Source: an optimization exercise on an open RTL-to-GDS flow (aim: small area and a short achievable clock period). Production flows keep margins and buffers that such runs may drop. Function was checked by simulation only, so behaviour that the tests miss may differ from the original. Power and IR drop assume default switching activity.

==> flow/design.v <==
module booth_mult_top (
  input  wire        clk,
  input  wire [15:0] x,
  input  wire [15:0] y,
  output reg  [31:0] p
);
  reg  [15:0] x_q, y_q;
  wire [31:0] p_d;
  always @(posedge clk) begin
    x_q <= x;
    y_q <= y;
    p   <= p_d;
  end
  booth_mult u_mult (.p(p_d), .x(x_q), .y(y_q));
endmodule

module booth_mult (p, x, y);
input  [15:0] x, y;
output [31:0] p;
wire one0;
wire two0;
wire neg0;
wire pp0_0;
wire pp0_1;
wire pp0_2;
wire pp0_3;
wire pp0_4;
wire pp0_5;
wire pp0_6;
wire pp0_7;
wire pp0_8;
wire pp0_9;
wire pp0_10;
wire pp0_11;
wire pp0_12;
wire pp0_13;
wire pp0_14;
wire pp0_15;
wire pp0_16;
wire s0;
wire one1;
wire two1;
wire neg1;
wire pp1_0;
wire pp1_1;
wire pp1_2;
wire pp1_3;
wire pp1_4;
wire pp1_5;
wire pp1_6;
wire pp1_7;
wire pp1_8;
wire pp1_9;
wire pp1_10;
wire pp1_11;
wire pp1_12;
wire pp1_13;
wire pp1_14;
wire pp1_15;
wire pp1_16;
wire one2;
wire two2;
wire neg2;
wire pp2_0;
wire pp2_1;
wire pp2_2;
wire pp2_3;
wire pp2_4;
wire pp2_5;
wire pp2_6;
wire pp2_7;
wire pp2_8;
wire pp2_9;
wire pp2_10;
wire pp2_11;
wire pp2_12;
wire pp2_13;
wire pp2_14;
wire pp2_15;
wire pp2_16;
wire one3;
wire two3;
wire neg3;
wire pp3_0;
wire pp3_1;
wire pp3_2;
wire pp3_3;
wire pp3_4;
wire pp3_5;
wire pp3_6;
wire pp3_7;
wire pp3_8;
wire pp3_9;
wire pp3_10;
wire pp3_11;
wire pp3_12;
wire pp3_13;
wire pp3_14;
wire pp3_15;
wire pp3_16;
wire one4;
wire two4;
wire neg4;
wire pp4_0;
wire pp4_1;
wire pp4_2;
wire pp4_3;
wire pp4_4;
wire pp4_5;
wire pp4_6;
wire pp4_7;
wire pp4_8;
wire pp4_9;
wire pp4_10;
wire pp4_11;
wire pp4_12;
wire pp4_13;
wire pp4_14;
wire pp4_15;
wire pp4_16;
wire one5;
wire two5;
wire neg5;
wire pp5_0;
wire pp5_1;
wire pp5_2;
wire pp5_3;
wire pp5_4;
wire pp5_5;
wire pp5_6;
wire pp5_7;
wire pp5_8;
wire pp5_9;
wire pp5_10;
wire pp5_11;
wire pp5_12;
wire pp5_13;
wire pp5_14;
wire pp5_15;
wire pp5_16;
wire one6;
wire two6;
wire neg6;
wire pp6_0;
wire pp6_1;
wire pp6_2;
wire pp6_3;
wire pp6_4;
wire pp6_5;
wire pp6_6;
wire pp6_7;
wire pp6_8;
wire pp6_9;
wire pp6_10;
wire pp6_11;
wire pp6_12;
wire pp6_13;
wire pp6_14;
wire pp6_15;
wire pp6_16;
wire one7;
wire two7;
wire neg7;
wire pp7_0;
wire pp7_1;
wire pp7_2;
wire pp7_3;
wire pp7_4;
wire pp7_5;
wire pp7_6;
wire pp7_7;
wire pp7_8;
wire pp7_9;
wire pp7_10;
wire pp7_11;
wire pp7_12;
wire pp7_13;
wire pp7_14;
wire pp7_15;
wire pp7_16;
wire s1;
wire c2;
wire s3;
wire c4;
wire s5;
wire c6;
wire s7;
wire c8;
wire s9;
wire c10;
wire s11;
wire c12;
wire s13;
wire c14;
wire s15;
wire c16;
wire s17;
wire c18;
wire s19;
wire c20;
wire s21;
wire c22;
wire s23;
wire c24;
wire s25;
wire c26;
wire s27;
wire c28;
wire s29;
wire c30;
wire s31;
wire c32;
wire s33;
wire c34;
wire s35;
wire c36;
wire s37;
wire c38;
wire s39;
wire c40;
wire s41;
wire c42;
wire s43;
wire c44;
wire s45;
wire c46;
wire s47;
wire c48;
wire s49;
wire c50;
wire s51;
wire c52;
wire s53;
wire c54;
wire s55;
wire c56;
wire s57;
wire c58;
wire s59;
wire c60;
wire s61;
wire c62;
wire s63;
wire c64;
wire s65;
wire c66;
wire s67;
wire c68;
wire s69;
wire c70;
wire s71;
wire c72;
wire s73;
wire c74;
wire s75;
wire c76;
wire s77;
wire c78;
wire s79;
wire c80;
wire s81;
wire c82;
wire s83;
wire c84;
wire s85;
wire c86;
wire s87;
wire c88;
wire s89;
wire c90;
wire s91;
wire c92;
wire s93;
wire c94;
wire s95;
wire c96;
wire s97;
wire c98;
wire s99;
wire c100;
wire s101;
wire c102;
wire s103;
wire c104;
wire s105;
wire c106;
wire s107;
wire c108;
wire s109;
wire c110;
wire s111;
wire c112;
wire s113;
wire c114;
wire s115;
wire c116;
wire s117;
wire c118;
wire s119;
wire c120;
wire s121;
wire c122;
wire s123;
wire c124;
wire s125;
wire c126;
wire s127;
wire c128;
wire s129;
wire c130;
wire s131;
wire c132;
wire s133;
wire c134;
wire s135;
wire c136;
wire s137;
wire c138;
wire s139;
wire c140;
wire s141;
wire c142;
wire s143;
wire c144;
wire s145;
wire c146;
wire s147;
wire c148;
wire s149;
wire c150;
wire s151;
wire c152;
wire s153;
wire c154;
wire s155;
wire c156;
wire s157;
wire c158;
wire s159;
wire c160;
wire s161;
wire c162;
wire s163;
wire c164;
wire s165;
wire c166;
wire s167;
wire c168;
wire s169;
wire c170;
wire s171;
wire c172;
wire s173;
wire c174;
wire s175;
wire c176;
wire s177;
wire c178;
wire s179;
wire c180;
wire s181;
wire c182;
wire s183;
wire c184;
wire s185;
wire c186;
wire s187;
wire c188;
wire s189;
wire c190;
wire s191;
wire c192;
wire s193;
wire c194;
wire s195;
wire c196;
wire s197;
wire c198;
wire s199;
wire c200;
wire s201;
wire c202;
wire s203;
wire c204;
wire s205;
wire c206;
wire s207;
wire c208;
wire s209;
wire c210;
wire s211;
wire c212;
wire s213;
wire c214;
wire s215;
wire c216;
wire s217;
wire c218;
wire s219;
wire c220;
wire s221;
wire c222;
wire s223;
wire c224;
wire s225;
wire c226;
assign one0 = y[0] ^ 1'b0;
assign two0 = (y[1] & ~y[0] & ~1'b0) | (~y[1] & y[0] & 1'b0);
assign neg0 = y[1];
assign pp0_0 = (x[0] & one0) ^ neg0;
assign pp0_1 = ((x[1] & one0) | (x[0] & two0)) ^ neg0;
assign pp0_2 = ((x[2] & one0) | (x[1] & two0)) ^ neg0;
assign pp0_3 = ((x[3] & one0) | (x[2] & two0)) ^ neg0;
assign pp0_4 = ((x[4] & one0) | (x[3] & two0)) ^ neg0;
assign pp0_5 = ((x[5] & one0) | (x[4] & two0)) ^ neg0;
assign pp0_6 = ((x[6] & one0) | (x[5] & two0)) ^ neg0;
assign pp0_7 = ((x[7] & one0) | (x[6] & two0)) ^ neg0;
assign pp0_8 = ((x[8] & one0) | (x[7] & two0)) ^ neg0;
assign pp0_9 = ((x[9] & one0) | (x[8] & two0)) ^ neg0;
assign pp0_10 = ((x[10] & one0) | (x[9] & two0)) ^ neg0;
assign pp0_11 = ((x[11] & one0) | (x[10] & two0)) ^ neg0;
assign pp0_12 = ((x[12] & one0) | (x[11] & two0)) ^ neg0;
assign pp0_13 = ((x[13] & one0) | (x[12] & two0)) ^ neg0;
assign pp0_14 = ((x[14] & one0) | (x[13] & two0)) ^ neg0;
assign pp0_15 = ((x[15] & one0) | (x[14] & two0)) ^ neg0;
assign pp0_16 = ~(((x[15] & one0) | (x[15] & two0)) ^ neg0);
assign s0 = ~pp0_16;
assign one1 = y[2] ^ y[1];
assign two1 = (y[3] & ~y[2] & ~y[1]) | (~y[3] & y[2] & y[1]);
assign neg1 = y[3];
assign pp1_0 = (x[0] & one1) ^ neg1;
assign pp1_1 = ((x[1] & one1) | (x[0] & two1)) ^ neg1;
assign pp1_2 = ((x[2] & one1) | (x[1] & two1)) ^ neg1;
assign pp1_3 = ((x[3] & one1) | (x[2] & two1)) ^ neg1;
assign pp1_4 = ((x[4] & one1) | (x[3] & two1)) ^ neg1;
assign pp1_5 = ((x[5] & one1) | (x[4] & two1)) ^ neg1;
assign pp1_6 = ((x[6] & one1) | (x[5] & two1)) ^ neg1;
assign pp1_7 = ((x[7] & one1) | (x[6] & two1)) ^ neg1;
assign pp1_8 = ((x[8] & one1) | (x[7] & two1)) ^ neg1;
assign pp1_9 = ((x[9] & one1) | (x[8] & two1)) ^ neg1;
assign pp1_10 = ((x[10] & one1) | (x[9] & two1)) ^ neg1;
assign pp1_11 = ((x[11] & one1) | (x[10] & two1)) ^ neg1;
assign pp1_12 = ((x[12] & one1) | (x[11] & two1)) ^ neg1;
assign pp1_13 = ((x[13] & one1) | (x[12] & two1)) ^ neg1;
assign pp1_14 = ((x[14] & one1) | (x[13] & two1)) ^ neg1;
assign pp1_15 = ((x[15] & one1) | (x[14] & two1)) ^ neg1;
assign pp1_16 = ~(((x[15] & one1) | (x[15] & two1)) ^ neg1);
assign one2 = y[4] ^ y[3];
assign two2 = (y[5] & ~y[4] & ~y[3]) | (~y[5] & y[4] & y[3]);
assign neg2 = y[5];
assign pp2_0 = (x[0] & one2) ^ neg2;
assign pp2_1 = ((x[1] & one2) | (x[0] & two2)) ^ neg2;
assign pp2_2 = ((x[2] & one2) | (x[1] & two2)) ^ neg2;
assign pp2_3 = ((x[3] & one2) | (x[2] & two2)) ^ neg2;
assign pp2_4 = ((x[4] & one2) | (x[3] & two2)) ^ neg2;
assign pp2_5 = ((x[5] & one2) | (x[4] & two2)) ^ neg2;
assign pp2_6 = ((x[6] & one2) | (x[5] & two2)) ^ neg2;
assign pp2_7 = ((x[7] & one2) | (x[6] & two2)) ^ neg2;
assign pp2_8 = ((x[8] & one2) | (x[7] & two2)) ^ neg2;
assign pp2_9 = ((x[9] & one2) | (x[8] & two2)) ^ neg2;
assign pp2_10 = ((x[10] & one2) | (x[9] & two2)) ^ neg2;
assign pp2_11 = ((x[11] & one2) | (x[10] & two2)) ^ neg2;
assign pp2_12 = ((x[12] & one2) | (x[11] & two2)) ^ neg2;
assign pp2_13 = ((x[13] & one2) | (x[12] & two2)) ^ neg2;
assign pp2_14 = ((x[14] & one2) | (x[13] & two2)) ^ neg2;
assign pp2_15 = ((x[15] & one2) | (x[14] & two2)) ^ neg2;
assign pp2_16 = ~(((x[15] & one2) | (x[15] & two2)) ^ neg2);
assign one3 = y[6] ^ y[5];
assign two3 = (y[7] & ~y[6] & ~y[5]) | (~y[7] & y[6] & y[5]);
assign neg3 = y[7];
assign pp3_0 = (x[0] & one3) ^ neg3;
assign pp3_1 = ((x[1] & one3) | (x[0] & two3)) ^ neg3;
assign pp3_2 = ((x[2] & one3) | (x[1] & two3)) ^ neg3;
assign pp3_3 = ((x[3] & one3) | (x[2] & two3)) ^ neg3;
assign pp3_4 = ((x[4] & one3) | (x[3] & two3)) ^ neg3;
assign pp3_5 = ((x[5] & one3) | (x[4] & two3)) ^ neg3;
assign pp3_6 = ((x[6] & one3) | (x[5] & two3)) ^ neg3;
assign pp3_7 = ((x[7] & one3) | (x[6] & two3)) ^ neg3;
assign pp3_8 = ((x[8] & one3) | (x[7] & two3)) ^ neg3;
assign pp3_9 = ((x[9] & one3) | (x[8] & two3)) ^ neg3;
assign pp3_10 = ((x[10] & one3) | (x[9] & two3)) ^ neg3;
assign pp3_11 = ((x[11] & one3) | (x[10] & two3)) ^ neg3;
assign pp3_12 = ((x[12] & one3) | (x[11] & two3)) ^ neg3;
assign pp3_13 = ((x[13] & one3) | (x[12] & two3)) ^ neg3;
assign pp3_14 = ((x[14] & one3) | (x[13] & two3)) ^ neg3;
assign pp3_15 = ((x[15] & one3) | (x[14] & two3)) ^ neg3;
assign pp3_16 = ~(((x[15] & one3) | (x[15] & two3)) ^ neg3);
assign one4 = y[8] ^ y[7];
assign two4 = (y[9] & ~y[8] & ~y[7]) | (~y[9] & y[8] & y[7]);
assign neg4 = y[9];
assign pp4_0 = (x[0] & one4) ^ neg4;
assign pp4_1 = ((x[1] & one4) | (x[0] & two4)) ^ neg4;
assign pp4_2 = ((x[2] & one4) | (x[1] & two4)) ^ neg4;
assign pp4_3 = ((x[3] & one4) | (x[2] & two4)) ^ neg4;
assign pp4_4 = ((x[4] & one4) | (x[3] & two4)) ^ neg4;
assign pp4_5 = ((x[5] & one4) | (x[4] & two4)) ^ neg4;
assign pp4_6 = ((x[6] & one4) | (x[5] & two4)) ^ neg4;
assign pp4_7 = ((x[7] & one4) | (x[6] & two4)) ^ neg4;
assign pp4_8 = ((x[8] & one4) | (x[7] & two4)) ^ neg4;
assign pp4_9 = ((x[9] & one4) | (x[8] & two4)) ^ neg4;
assign pp4_10 = ((x[10] & one4) | (x[9] & two4)) ^ neg4;
assign pp4_11 = ((x[11] & one4) | (x[10] & two4)) ^ neg4;
assign pp4_12 = ((x[12] & one4) | (x[11] & two4)) ^ neg4;
assign pp4_13 = ((x[13] & one4) | (x[12] & two4)) ^ neg4;
assign pp4_14 = ((x[14] & one4) | (x[13] & two4)) ^ neg4;
assign pp4_15 = ((x[15] & one4) | (x[14] & two4)) ^ neg4;
assign pp4_16 = ~(((x[15] & one4) | (x[15] & two4)) ^ neg4);
assign one5 = y[10] ^ y[9];
assign two5 = (y[11] & ~y[10] & ~y[9]) | (~y[11] & y[10] & y[9]);
assign neg5 = y[11];
assign pp5_0 = (x[0] & one5) ^ neg5;
assign pp5_1 = ((x[1] & one5) | (x[0] & two5)) ^ neg5;
assign pp5_2 = ((x[2] & one5) | (x[1] & two5)) ^ neg5;
assign pp5_3 = ((x[3] & one5) | (x[2] & two5)) ^ neg5;
assign pp5_4 = ((x[4] & one5) | (x[3] & two5)) ^ neg5;
assign pp5_5 = ((x[5] & one5) | (x[4] & two5)) ^ neg5;
assign pp5_6 = ((x[6] & one5) | (x[5] & two5)) ^ neg5;
assign pp5_7 = ((x[7] & one5) | (x[6] & two5)) ^ neg5;
assign pp5_8 = ((x[8] & one5) | (x[7] & two5)) ^ neg5;
assign pp5_9 = ((x[9] & one5) | (x[8] & two5)) ^ neg5;
assign pp5_10 = ((x[10] & one5) | (x[9] & two5)) ^ neg5;
assign pp5_11 = ((x[11] & one5) | (x[10] & two5)) ^ neg5;
assign pp5_12 = ((x[12] & one5) | (x[11] & two5)) ^ neg5;
assign pp5_13 = ((x[13] & one5) | (x[12] & two5)) ^ neg5;
assign pp5_14 = ((x[14] & one5) | (x[13] & two5)) ^ neg5;
assign pp5_15 = ((x[15] & one5) | (x[14] & two5)) ^ neg5;
assign pp5_16 = ~(((x[15] & one5) | (x[15] & two5)) ^ neg5);
assign one6 = y[12] ^ y[11];
assign two6 = (y[13] & ~y[12] & ~y[11]) | (~y[13] & y[12] & y[11]);
assign neg6 = y[13];
assign pp6_0 = (x[0] & one6) ^ neg6;
assign pp6_1 = ((x[1] & one6) | (x[0] & two6)) ^ neg6;
assign pp6_2 = ((x[2] & one6) | (x[1] & two6)) ^ neg6;
assign pp6_3 = ((x[3] & one6) | (x[2] & two6)) ^ neg6;
assign pp6_4 = ((x[4] & one6) | (x[3] & two6)) ^ neg6;
assign pp6_5 = ((x[5] & one6) | (x[4] & two6)) ^ neg6;
assign pp6_6 = ((x[6] & one6) | (x[5] & two6)) ^ neg6;
assign pp6_7 = ((x[7] & one6) | (x[6] & two6)) ^ neg6;
assign pp6_8 = ((x[8] & one6) | (x[7] & two6)) ^ neg6;
assign pp6_9 = ((x[9] & one6) | (x[8] & two6)) ^ neg6;
assign pp6_10 = ((x[10] & one6) | (x[9] & two6)) ^ neg6;
assign pp6_11 = ((x[11] & one6) | (x[10] & two6)) ^ neg6;
assign pp6_12 = ((x[12] & one6) | (x[11] & two6)) ^ neg6;
assign pp6_13 = ((x[13] & one6) | (x[12] & two6)) ^ neg6;
assign pp6_14 = ((x[14] & one6) | (x[13] & two6)) ^ neg6;
assign pp6_15 = ((x[15] & one6) | (x[14] & two6)) ^ neg6;
assign pp6_16 = ~(((x[15] & one6) | (x[15] & two6)) ^ neg6);
assign one7 = y[14] ^ y[13];
assign two7 = (y[15] & ~y[14] & ~y[13]) | (~y[15] & y[14] & y[13]);
assign neg7 = y[15];
assign pp7_0 = (x[0] & one7) ^ neg7;
assign pp7_1 = ((x[1] & one7) | (x[0] & two7)) ^ neg7;
assign pp7_2 = ((x[2] & one7) | (x[1] & two7)) ^ neg7;
assign pp7_3 = ((x[3] & one7) | (x[2] & two7)) ^ neg7;
assign pp7_4 = ((x[4] & one7) | (x[3] & two7)) ^ neg7;
assign pp7_5 = ((x[5] & one7) | (x[4] & two7)) ^ neg7;
assign pp7_6 = ((x[6] & one7) | (x[5] & two7)) ^ neg7;
assign pp7_7 = ((x[7] & one7) | (x[6] & two7)) ^ neg7;
assign pp7_8 = ((x[8] & one7) | (x[7] & two7)) ^ neg7;
assign pp7_9 = ((x[9] & one7) | (x[8] & two7)) ^ neg7;
assign pp7_10 = ((x[10] & one7) | (x[9] & two7)) ^ neg7;
assign pp7_11 = ((x[11] & one7) | (x[10] & two7)) ^ neg7;
assign pp7_12 = ((x[12] & one7) | (x[11] & two7)) ^ neg7;
assign pp7_13 = ((x[13] & one7) | (x[12] & two7)) ^ neg7;
assign pp7_14 = ((x[14] & one7) | (x[13] & two7)) ^ neg7;
assign pp7_15 = ((x[15] & one7) | (x[14] & two7)) ^ neg7;
assign pp7_16 = ~(((x[15] & one7) | (x[15] & two7)) ^ neg7);
assign s1 = pp0_10 ^ pp1_8;
assign c2 = pp0_10 & pp1_8;
assign s3 = pp0_11 ^ pp1_9;
assign c4 = pp0_11 & pp1_9;
assign s5 = pp0_12 ^ pp1_10 ^ pp2_8;
assign c6 = (pp0_12 & pp1_10) | (pp0_12 & pp2_8) | (pp1_10 & pp2_8);
assign s7 = pp3_6 ^ pp4_4;
assign c8 = pp3_6 & pp4_4;
assign s9 = pp0_13 ^ pp1_11 ^ pp2_9;
assign c10 = (pp0_13 & pp1_11) | (pp0_13 & pp2_9) | (pp1_11 & pp2_9);
assign s11 = pp3_7 ^ pp4_5;
assign c12 = pp3_7 & pp4_5;
assign s13 = pp0_14 ^ pp1_12 ^ pp2_10;
assign c14 = (pp0_14 & pp1_12) | (pp0_14 & pp2_10) | (pp1_12 & pp2_10);
assign s15 = pp3_8 ^ pp4_6 ^ pp5_4;
assign c16 = (pp3_8 & pp4_6) | (pp3_8 & pp5_4) | (pp4_6 & pp5_4);
assign s17 = pp6_2 ^ pp7_0;
assign c18 = pp6_2 & pp7_0;
assign s19 = pp0_15 ^ pp1_13 ^ pp2_11;
assign c20 = (pp0_15 & pp1_13) | (pp0_15 & pp2_11) | (pp1_13 & pp2_11);
assign s21 = pp3_9 ^ pp4_7 ^ pp5_5;
assign c22 = (pp3_9 & pp4_7) | (pp3_9 & pp5_5) | (pp4_7 & pp5_5);
assign s23 = pp6_3 ^ pp7_1;
assign c24 = pp6_3 & pp7_1;
assign s25 = s0 ^ pp1_14 ^ pp2_12;
assign c26 = (s0 & pp1_14) | (s0 & pp2_12) | (pp1_14 & pp2_12);
assign s27 = pp3_10 ^ pp4_8 ^ pp5_6;
assign c28 = (pp3_10 & pp4_8) | (pp3_10 & pp5_6) | (pp4_8 & pp5_6);
assign s29 = pp6_4 ^ pp7_2;
assign c30 = pp6_4 & pp7_2;
assign s31 = s0 ^ pp1_15 ^ pp2_13;
assign c32 = (s0 & pp1_15) | (s0 & pp2_13) | (pp1_15 & pp2_13);
assign s33 = pp3_11 ^ pp4_9 ^ pp5_7;
assign c34 = (pp3_11 & pp4_9) | (pp3_11 & pp5_7) | (pp4_9 & pp5_7);
assign s35 = pp6_5 ^ pp7_3;
assign c36 = pp6_5 & pp7_3;
assign s37 = pp0_16 ^ pp1_16 ^ pp2_14;
assign c38 = (pp0_16 & pp1_16) | (pp0_16 & pp2_14) | (pp1_16 & pp2_14);
assign s39 = pp3_12 ^ pp4_10 ^ pp5_8;
assign c40 = (pp3_12 & pp4_10) | (pp3_12 & pp5_8) | (pp4_10 & pp5_8);
assign s41 = pp6_6 ^ pp7_4;
assign c42 = pp6_6 & pp7_4;
assign s43 = pp2_15 ^ pp3_13 ^ pp4_11;
assign c44 = (pp2_15 & pp3_13) | (pp2_15 & pp4_11) | (pp3_13 & pp4_11);
assign s45 = pp5_9 ^ pp6_7 ^ pp7_5;
assign c46 = (pp5_9 & pp6_7) | (pp5_9 & pp7_5) | (pp6_7 & pp7_5);
assign s47 = pp2_16 ^ pp3_14 ^ pp4_12;
assign c48 = (pp2_16 & pp3_14) | (pp2_16 & pp4_12) | (pp3_14 & pp4_12);
assign s49 = pp3_15 ^ pp4_13;
assign c50 = pp3_15 & pp4_13;
assign s51 = pp0_6 ^ pp1_4;
assign c52 = pp0_6 & pp1_4;
assign s53 = pp0_7 ^ pp1_5;
assign c54 = pp0_7 & pp1_5;
assign s55 = pp0_8 ^ pp1_6 ^ pp2_4;
assign c56 = (pp0_8 & pp1_6) | (pp0_8 & pp2_4) | (pp1_6 & pp2_4);
assign s57 = pp3_2 ^ pp4_0;
assign c58 = pp3_2 & pp4_0;
assign s59 = pp0_9 ^ pp1_7 ^ pp2_5;
assign c60 = (pp0_9 & pp1_7) | (pp0_9 & pp2_5) | (pp1_7 & pp2_5);
assign s61 = pp3_3 ^ pp4_1;
assign c62 = pp3_3 & pp4_1;
assign s63 = pp2_6 ^ pp3_4 ^ pp4_2;
assign c64 = (pp2_6 & pp3_4) | (pp2_6 & pp4_2) | (pp3_4 & pp4_2);
assign s65 = pp5_0 ^ neg5 ^ s1;
assign c66 = (pp5_0 & neg5) | (pp5_0 & s1) | (neg5 & s1);
assign s67 = pp2_7 ^ pp3_5 ^ pp4_3;
assign c68 = (pp2_7 & pp3_5) | (pp2_7 & pp4_3) | (pp3_5 & pp4_3);
assign s69 = pp5_1 ^ s3 ^ c2;
assign c70 = (pp5_1 & s3) | (pp5_1 & c2) | (s3 & c2);
assign s71 = pp5_2 ^ pp6_0 ^ neg6;
assign c72 = (pp5_2 & pp6_0) | (pp5_2 & neg6) | (pp6_0 & neg6);
assign s73 = s5 ^ s7 ^ c4;
assign c74 = (s5 & s7) | (s5 & c4) | (s7 & c4);
assign s75 = pp5_3 ^ pp6_1 ^ s9;
assign c76 = (pp5_3 & pp6_1) | (pp5_3 & s9) | (pp6_1 & s9);
assign s77 = s11 ^ c6 ^ c8;
assign c78 = (s11 & c6) | (s11 & c8) | (c6 & c8);
assign s79 = neg7 ^ s13 ^ s15;
assign c80 = (neg7 & s13) | (neg7 & s15) | (s13 & s15);
assign s81 = s17 ^ c10 ^ c12;
assign c82 = (s17 & c10) | (s17 & c12) | (c10 & c12);
assign s83 = s19 ^ s21 ^ s23;
assign c84 = (s19 & s21) | (s19 & s23) | (s21 & s23);
assign s85 = c14 ^ c16 ^ c18;
assign c86 = (c14 & c16) | (c14 & c18) | (c16 & c18);
assign s87 = s25 ^ s27 ^ s29;
assign c88 = (s25 & s27) | (s25 & s29) | (s27 & s29);
assign s89 = c20 ^ c22 ^ c24;
assign c90 = (c20 & c22) | (c20 & c24) | (c22 & c24);
assign s91 = s31 ^ s33 ^ s35;
assign c92 = (s31 & s33) | (s31 & s35) | (s33 & s35);
assign s93 = c26 ^ c28 ^ c30;
assign c94 = (c26 & c28) | (c26 & c30) | (c28 & c30);
assign s95 = s37 ^ s39 ^ s41;
assign c96 = (s37 & s39) | (s37 & s41) | (s39 & s41);
assign s97 = c32 ^ c34 ^ c36;
assign c98 = (c32 & c34) | (c32 & c36) | (c34 & c36);
assign s99 = 1'b1 ^ s43 ^ s45;
assign c100 = (1'b1 & s43) | (1'b1 & s45) | (s43 & s45);
assign s101 = c38 ^ c40 ^ c42;
assign c102 = (c38 & c40) | (c38 & c42) | (c40 & c42);
assign s103 = pp5_10 ^ pp6_8 ^ pp7_6;
assign c104 = (pp5_10 & pp6_8) | (pp5_10 & pp7_6) | (pp6_8 & pp7_6);
assign s105 = s47 ^ c44 ^ c46;
assign c106 = (s47 & c44) | (s47 & c46) | (c44 & c46);
assign s107 = pp5_11 ^ pp6_9 ^ pp7_7;
assign c108 = (pp5_11 & pp6_9) | (pp5_11 & pp7_7) | (pp6_9 & pp7_7);
assign s109 = 1'b1 ^ s49 ^ c48;
assign c110 = (1'b1 & s49) | (1'b1 & c48) | (s49 & c48);
assign s111 = pp3_16 ^ pp4_14 ^ pp5_12;
assign c112 = (pp3_16 & pp4_14) | (pp3_16 & pp5_12) | (pp4_14 & pp5_12);
assign s113 = pp6_10 ^ pp7_8 ^ c50;
assign c114 = (pp6_10 & pp7_8) | (pp6_10 & c50) | (pp7_8 & c50);
assign s115 = pp4_15 ^ pp5_13 ^ pp6_11;
assign c116 = (pp4_15 & pp5_13) | (pp4_15 & pp6_11) | (pp5_13 & pp6_11);
assign s117 = ~pp7_9;
assign c118 = pp7_9;
assign s119 = pp4_16 ^ pp5_14 ^ pp6_12;
assign c120 = (pp4_16 & pp5_14) | (pp4_16 & pp6_12) | (pp5_14 & pp6_12);
assign s121 = pp5_15 ^ pp6_13;
assign c122 = pp5_15 & pp6_13;
assign s123 = pp0_4 ^ pp1_2;
assign c124 = pp0_4 & pp1_2;
assign s125 = pp0_5 ^ pp1_3;
assign c126 = pp0_5 & pp1_3;
assign s127 = pp2_2 ^ pp3_0 ^ neg3;
assign c128 = (pp2_2 & pp3_0) | (pp2_2 & neg3) | (pp3_0 & neg3);
assign s129 = pp2_3 ^ pp3_1 ^ s53;
assign c130 = (pp2_3 & pp3_1) | (pp2_3 & s53) | (pp3_1 & s53);
assign s131 = neg4 ^ s55 ^ s57;
assign c132 = (neg4 & s55) | (neg4 & s57) | (s55 & s57);
assign s133 = s59 ^ s61 ^ c56;
assign c134 = (s59 & s61) | (s59 & c56) | (s61 & c56);
assign s135 = s63 ^ s65 ^ c60;
assign c136 = (s63 & s65) | (s63 & c60) | (s65 & c60);
assign s137 = s67 ^ s69 ^ c64;
assign c138 = (s67 & s69) | (s67 & c64) | (s69 & c64);
assign s139 = s71 ^ s73 ^ c68;
assign c140 = (s71 & s73) | (s71 & c68) | (s73 & c68);
assign s141 = s75 ^ s77 ^ c72;
assign c142 = (s75 & s77) | (s75 & c72) | (s77 & c72);
assign s143 = s79 ^ s81 ^ c76;
assign c144 = (s79 & s81) | (s79 & c76) | (s81 & c76);
assign s145 = s83 ^ s85 ^ c80;
assign c146 = (s83 & s85) | (s83 & c80) | (s85 & c80);
assign s147 = s87 ^ s89 ^ c84;
assign c148 = (s87 & s89) | (s87 & c84) | (s89 & c84);
assign s149 = s91 ^ s93 ^ c88;
assign c150 = (s91 & s93) | (s91 & c88) | (s93 & c88);
assign s151 = s95 ^ s97 ^ c92;
assign c152 = (s95 & s97) | (s95 & c92) | (s97 & c92);
assign s153 = s99 ^ s101 ^ c96;
assign c154 = (s99 & s101) | (s99 & c96) | (s101 & c96);
assign s155 = s103 ^ s105 ^ c100;
assign c156 = (s103 & s105) | (s103 & c100) | (s105 & c100);
assign s157 = s107 ^ s109 ^ c104;
assign c158 = (s107 & s109) | (s107 & c104) | (s109 & c104);
assign s159 = s111 ^ s113 ^ c108;
assign c160 = (s111 & s113) | (s111 & c108) | (s113 & c108);
assign s161 = s115 ^ s117 ^ c112;
assign c162 = (s115 & s117) | (s115 & c112) | (s117 & c112);
assign s163 = pp7_10 ^ s119 ^ c116;
assign c164 = (pp7_10 & s119) | (pp7_10 & c116) | (s119 & c116);
assign s165 = pp7_11 ^ 1'b1 ^ s121;
assign c166 = (pp7_11 & 1'b1) | (pp7_11 & s121) | (1'b1 & s121);
assign s167 = pp5_16 ^ pp6_14 ^ pp7_12;
assign c168 = (pp5_16 & pp6_14) | (pp5_16 & pp7_12) | (pp6_14 & pp7_12);
assign s169 = pp6_15 ^ pp7_13;
assign c170 = pp6_15 & pp7_13;
assign s171 = pp0_2 ^ pp1_0;
assign c172 = pp0_2 & pp1_0;
assign s173 = pp0_3 ^ pp1_1;
assign c174 = pp0_3 & pp1_1;
assign s175 = pp2_0 ^ neg2 ^ s123;
assign c176 = (pp2_0 & neg2) | (pp2_0 & s123) | (neg2 & s123);
assign s177 = pp2_1 ^ s125 ^ c124;
assign c178 = (pp2_1 & s125) | (pp2_1 & c124) | (s125 & c124);
assign s179 = s51 ^ s127 ^ c126;
assign c180 = (s51 & s127) | (s51 & c126) | (s127 & c126);
assign s181 = c52 ^ s129 ^ c128;
assign c182 = (c52 & s129) | (c52 & c128) | (s129 & c128);
assign s183 = c54 ^ s131 ^ c130;
assign c184 = (c54 & s131) | (c54 & c130) | (s131 & c130);
assign s185 = c58 ^ s133 ^ c132;
assign c186 = (c58 & s133) | (c58 & c132) | (s133 & c132);
assign s187 = c62 ^ s135 ^ c134;
assign c188 = (c62 & s135) | (c62 & c134) | (s135 & c134);
assign s189 = c66 ^ s137 ^ c136;
assign c190 = (c66 & s137) | (c66 & c136) | (s137 & c136);
assign s191 = c70 ^ s139 ^ c138;
assign c192 = (c70 & s139) | (c70 & c138) | (s139 & c138);
assign s193 = c74 ^ s141 ^ c140;
assign c194 = (c74 & s141) | (c74 & c140) | (s141 & c140);
assign s195 = c78 ^ s143 ^ c142;
assign c196 = (c78 & s143) | (c78 & c142) | (s143 & c142);
assign s197 = c82 ^ s145 ^ c144;
assign c198 = (c82 & s145) | (c82 & c144) | (s145 & c144);
assign s199 = c86 ^ s147 ^ c146;
assign c200 = (c86 & s147) | (c86 & c146) | (s147 & c146);
assign s201 = c90 ^ s149 ^ c148;
assign c202 = (c90 & s149) | (c90 & c148) | (s149 & c148);
assign s203 = c94 ^ s151 ^ c150;
assign c204 = (c94 & s151) | (c94 & c150) | (s151 & c150);
assign s205 = c98 ^ s153 ^ c152;
assign c206 = (c98 & s153) | (c98 & c152) | (s153 & c152);
assign s207 = c102 ^ s155 ^ c154;
assign c208 = (c102 & s155) | (c102 & c154) | (s155 & c154);
assign s209 = c106 ^ s157 ^ c156;
assign c210 = (c106 & s157) | (c106 & c156) | (s157 & c156);
assign s211 = c110 ^ s159 ^ c158;
assign c212 = (c110 & s159) | (c110 & c158) | (s159 & c158);
assign s213 = c114 ^ s161 ^ c160;
assign c214 = (c114 & s161) | (c114 & c160) | (s161 & c160);
assign s215 = c118 ^ s163 ^ c162;
assign c216 = (c118 & s163) | (c118 & c162) | (s163 & c162);
assign s217 = c120 ^ s165 ^ c164;
assign c218 = (c120 & s165) | (c120 & c164) | (s165 & c164);
assign s219 = c122 ^ s167 ^ c166;
assign c220 = (c122 & s167) | (c122 & c166) | (s167 & c166);
assign s221 = 1'b1 ^ s169 ^ c168;
assign c222 = (1'b1 & s169) | (1'b1 & c168) | (s169 & c168);
assign s223 = pp6_16 ^ pp7_14 ^ c170;
assign c224 = (pp6_16 & pp7_14) | (pp6_16 & c170) | (pp7_14 & c170);
assign s225 = ~pp7_15;
assign c226 = pp7_15;
wire [31:0] ra = {1'b1, pp7_16, s225, s223, s221, s219, s217, s215, s213, s211, s209, s207, s205, s203, s201, s199, s197, s195, s193, s191, s189, s187, s185, s183, s181, s179, s177, s175, s173, neg1, pp0_1, pp0_0};
wire [31:0] rb = {1'b0, c226, c224, c222, c220, c218, c216, c214, c212, c210, c208, c206, c204, c202, c200, c198, c196, c194, c192, c190, c188, c186, c184, c182, c180, c178, c176, c174, c172, s171, 1'b0, neg0};
assign p = ra + rb;
endmodule
==> flow/run.sh <==
#!/bin/bash
# synth_recipe.tcl (not shown) runs the flow's synth.tcl, then flattens the netlist and writes it again
# the make line also repeats each setting of config.mk as NAME=value (left out here)
make -C /OpenROAD-flow-scripts/flow DESIGN_CONFIG=/design/flow/config.mk WORK_HOME=/design/flow/orfs CLKGATE_MAP_FILE= SYNTH_SCRIPT=/design/flow/synth_recipe.tcl finish
==> flow/config.mk <==
export PLATFORM = sky130hd
export DESIGN_NAME = booth_mult_top
export DESIGN_NICKNAME = booth_mult_top
export VERILOG_FILES = /design/flow/design.v
export SDC_FILE = /design/flow/constraint.sdc
export NUM_CORES = 4
export LEC_CHECK = 0
export CAP_MARGIN = 20
export CORE_MARGIN = 2
export CORE_UTILIZATION = 40
export SLEW_MARGIN = 20
==> flow/constraint.sdc <==
create_clock -name core_clock -period 8.5 [get_ports {clk}]
set_input_delay 1.7000 -clock core_clock [delete_from_list [all_inputs] [get_ports {clk}]]
set_output_delay 1.7000 -clock core_clock [all_outputs]
set_load 0.01 [all_outputs]
==> run notes <==
-- worst max path at each step --
stage | startpoint | to | slack [ns]
6_report | y_q[5] | p[30] | 2.22
5_1_grt | y_q[5] | p[30] | 1.76
4_1_cts | y_q[5] | p[30] | 2.22
3_5_place_dp | y_q[5] | p[30] | 2.26
3_3_place_gp | y_q[8] | p[30] | 2.38
2_1_floorplan | y_q[9] | p[28] | 3.04
-- cell type report --
cell class	count	share of cell area (%)
multi-input cells	970	69.2
clock inverters	7	0.980
well taps	319	3.81
repair buffers	94	8.27
inverters	93	3.33
clock buffers	9	2.15
flip-flops and latches	64	12.2
-- worst max-delay path: stages (launching register included) --
cell	delay, ns
dfxtp_1	0.80
buf_4	0.30
xor2_1	0.18
and2_1	0.50
a22oi_1	0.11
o21ai_0	0.17
fa_1	0.46
fa_1	0.51
inv_1	0.05
fa_1	0.55
inv_1	0.06
fa_1	0.49
inv_1	0.04
ha_1	0.44
nand4_2	0.18
or4_4	0.52
a211oi_1	0.28
o311ai_1	0.18
a31oi_1	0.22
xor2_1	0.15
-- per-stage QoR --
stage	worst slack [ns]	cells
floorplan	3.04	1276
global placement	2.38	1539
detailed placement	2.26	1539
CTS	2.22	1555
global route	1.76	1556
finish	2.22	1556
-- synth_stat cells (9+ instances only) --
library cell,count
nand2_1,149
a21oi_1,147
nor2_1,127
clkbuf_1,120
inv_1,93
fa_1,83
a221oi_1,70
dfxtp_1,64
ha_1,55
o22ai_1,46
o21ai_0,45
a22oi_1,35
xnor2_1,25
buf_1,18
xor2_1,18
a21o_1,16
mux2i_1,14
and2_1,13
maj3_1,11
mux2_2,11
nand3_1,11
a31oi_1,9
-- state kept, by name, indices dropped and copies added (netlist names) --
signal  count
p          32
x_q        16
y_q        16
-- layout by cell type, fill, tap and decap left out, types with 30 or more instances in the layout --
master | Yosys | layout
inv_1 | 93 | 93
ha_1 | 55 | 55
o21ai_0 | 45 | 45
a221oi_1 | 70 | 70
nand2_1 | 149 | 149
nor2_1 | 127 | 126
dfxtp_1 | 64 | 63
fa_1 | 83 | 83
a21oi_1 | 147 | 147
clkdlybuf4s50_1 | 0 | 64
o22ai_1 | 46 | 46
a22oi_1 | 35 | 35
buf_4 | 6 | 30
-- routing by layer --
metal,vias up,GRT usage [%]
met5,-,0
met4,0,10.2
met3,58,3.53
met2,348,39.3
met1,4415,32.3
li1,4364,-
-- power groups by stage --
stage	registers, mW	logic (mW)	clock network (mW)
6_report	0.484	3.70	0.428
2_1_floorplan	0.509	2.87	0
3_5_place_dp	0.491	3.69	0
5_1_grt	0.495	4.16	0.456
3_3_place_gp	0.494	3.66	0
4_1_cts	0.486	3.71	0.443
-- kinds of logic after synthesis --
group                    share of synthesized area [%]
flip-flops                                        13.5
adder cells (fa/ha/maj)                           26.0
XOR/XNOR                                          3.98
AND/OR/NAND/NOR                                   14.7
AO/OA/AOI/OAI                                     29.1
multiplexers                                      2.79
buffers and inverters                             9.90
==> reports/metrics.cfg <==
[run_status]
status=finished clean

[routing]
drt-vias-per-instance=5.90
num_vias=9185
wl_um=29200
drc_errors=0
wl_met3_um=1880
top_layer_used=met4
wl_per_cell_um=18.7
first_pass_iters=5
dr.first_iter.drc_count=778
ant_nets=0
met1Wirelength_um=12800
route.met2.wl_um=13400

[global_routing]
grt_pass1_vias=8641
antenna_found_initial=0
grt_pass1_wl_um=47000
grt_usage_pct=24.3
grt_overflow_total=0
grt_max_degree=62

[synthesis]
synth_cell_type_count=64
syn_area_um2=9470
synth_top_cell_by_area=fa_1
synth_area_per_cell_um2=7.42
ys.flop_type=dfxtp_1
synth.area.top_cells=fa_1 18%, dfxtp_1 14%, a21oi_1 7.8%
yosysSeqAreaShare_pct=13.5
ys_ff_latch=64
syn_inst=1276
yosysTopAreaCellShare_pct=17.6
syn_nets=1447
async_flop_share_pct=0
synth-edff-count=0
yosys_warnings=1

[cts]
cts_resized=0
cts_buffers=9
clk_latency_ns=0.35
cts_hold_buf=0
clockRootBuffer=clkbuf_16
h-tree-depth=3
clk_path_buf_depth=2
clkTransAtPathRegs_ns=0.07
cts_setup_buffers=0
cts_tree=done
cts.sinks=64

[place]
placed_area_um2=10100
dpl.hpwl_um=20800
routabilityCongestion=0.916
numPortBuffers=64

[timing]
fin_crit_ns=6.28
min_period_over_period_pct=73.9
drv_slew=0
final-setup-viol-count=0
fin_setup_tns_ns=0
skew_ns=0.0115
slew_headroom_pct=28.8
whs_ns=0.730
tightestPinTransition_ns=1.07
final_hold_viol_count=0
timing.fmax_mhz=159
rsz0062_at_grt=false

[power]
power.total_mw=4.61
p_sw_mw=2.35
ir_worst_vdd_mv=0.344
intPower_mw=2.26
pwr-share-seq_pct=10.5
p_leak_nw=4.38
power.density_nw_per_um2=440
clkPwrFrac_pct=9.3
swShare_pct=51.0
comb_power_share_pct=80.2

[worst_setup_path]
cp.required_ns=8.77
endpoint_kind=register
reg2reg_to=p[30]
critPathLaunchType=register
regToRegSetupSlack_ns=2.22
cp_max_fo=22
r2r_cells=19
cp.arrival_ns=6.55
rr_startpoint=y_q[5]
critPathKind=register to register

[hold_path]
min_from=y_q[1]
hold_end=p[0]
min_path_cells=2
hold_class=register to register

[die]
num_rows=56
core_area_um2=23300
die_h_um=158
die-width_um=158
dieArea_um2=24900
start_util_pct=40.6
ios=65

[final_layout]
regArea_um2=1280
stdcell_area_um2=10500
n_fill_cell=2344
drive_above_1_share_pct=5.90
multiInputGateArea_um2=7250
fin_util_pct=44.9
nNetsFinal=1403
area_growth_syn_to_layout_pct=10.7
insertedDiodeCount=0

[run]
maxCapViolCount=0

==> port drivers added, routing unchanged <==
No port has a modelled driver above. Below, the same layout with a new extraction and two added sets of constraints. Step 1, drivers: a clkbuf_16 drives clk and a buf_2 each remaining input, both assumed. Step 2, shift: input delay + t, output delay - t, t = (earliest + latest rising clock arrival at the registers) / 2. This alone moves slack from input paths to output paths. Slacks: ideal / step 1 / step 2; pairs: ideal / step 1.
shift t [ns]: 0.392
setup WS [ns]: 2.219 / 2.219 / 2.219
worst setup path after step 2: register to register
worst slew at a driven data input, ns: 0.04
pins driven straight from the clock port: 1
After both steps this run still meets setup and hold. The setup slack of this run moves by 0.000 ns with the drivers and by 0.000 ns with both steps.
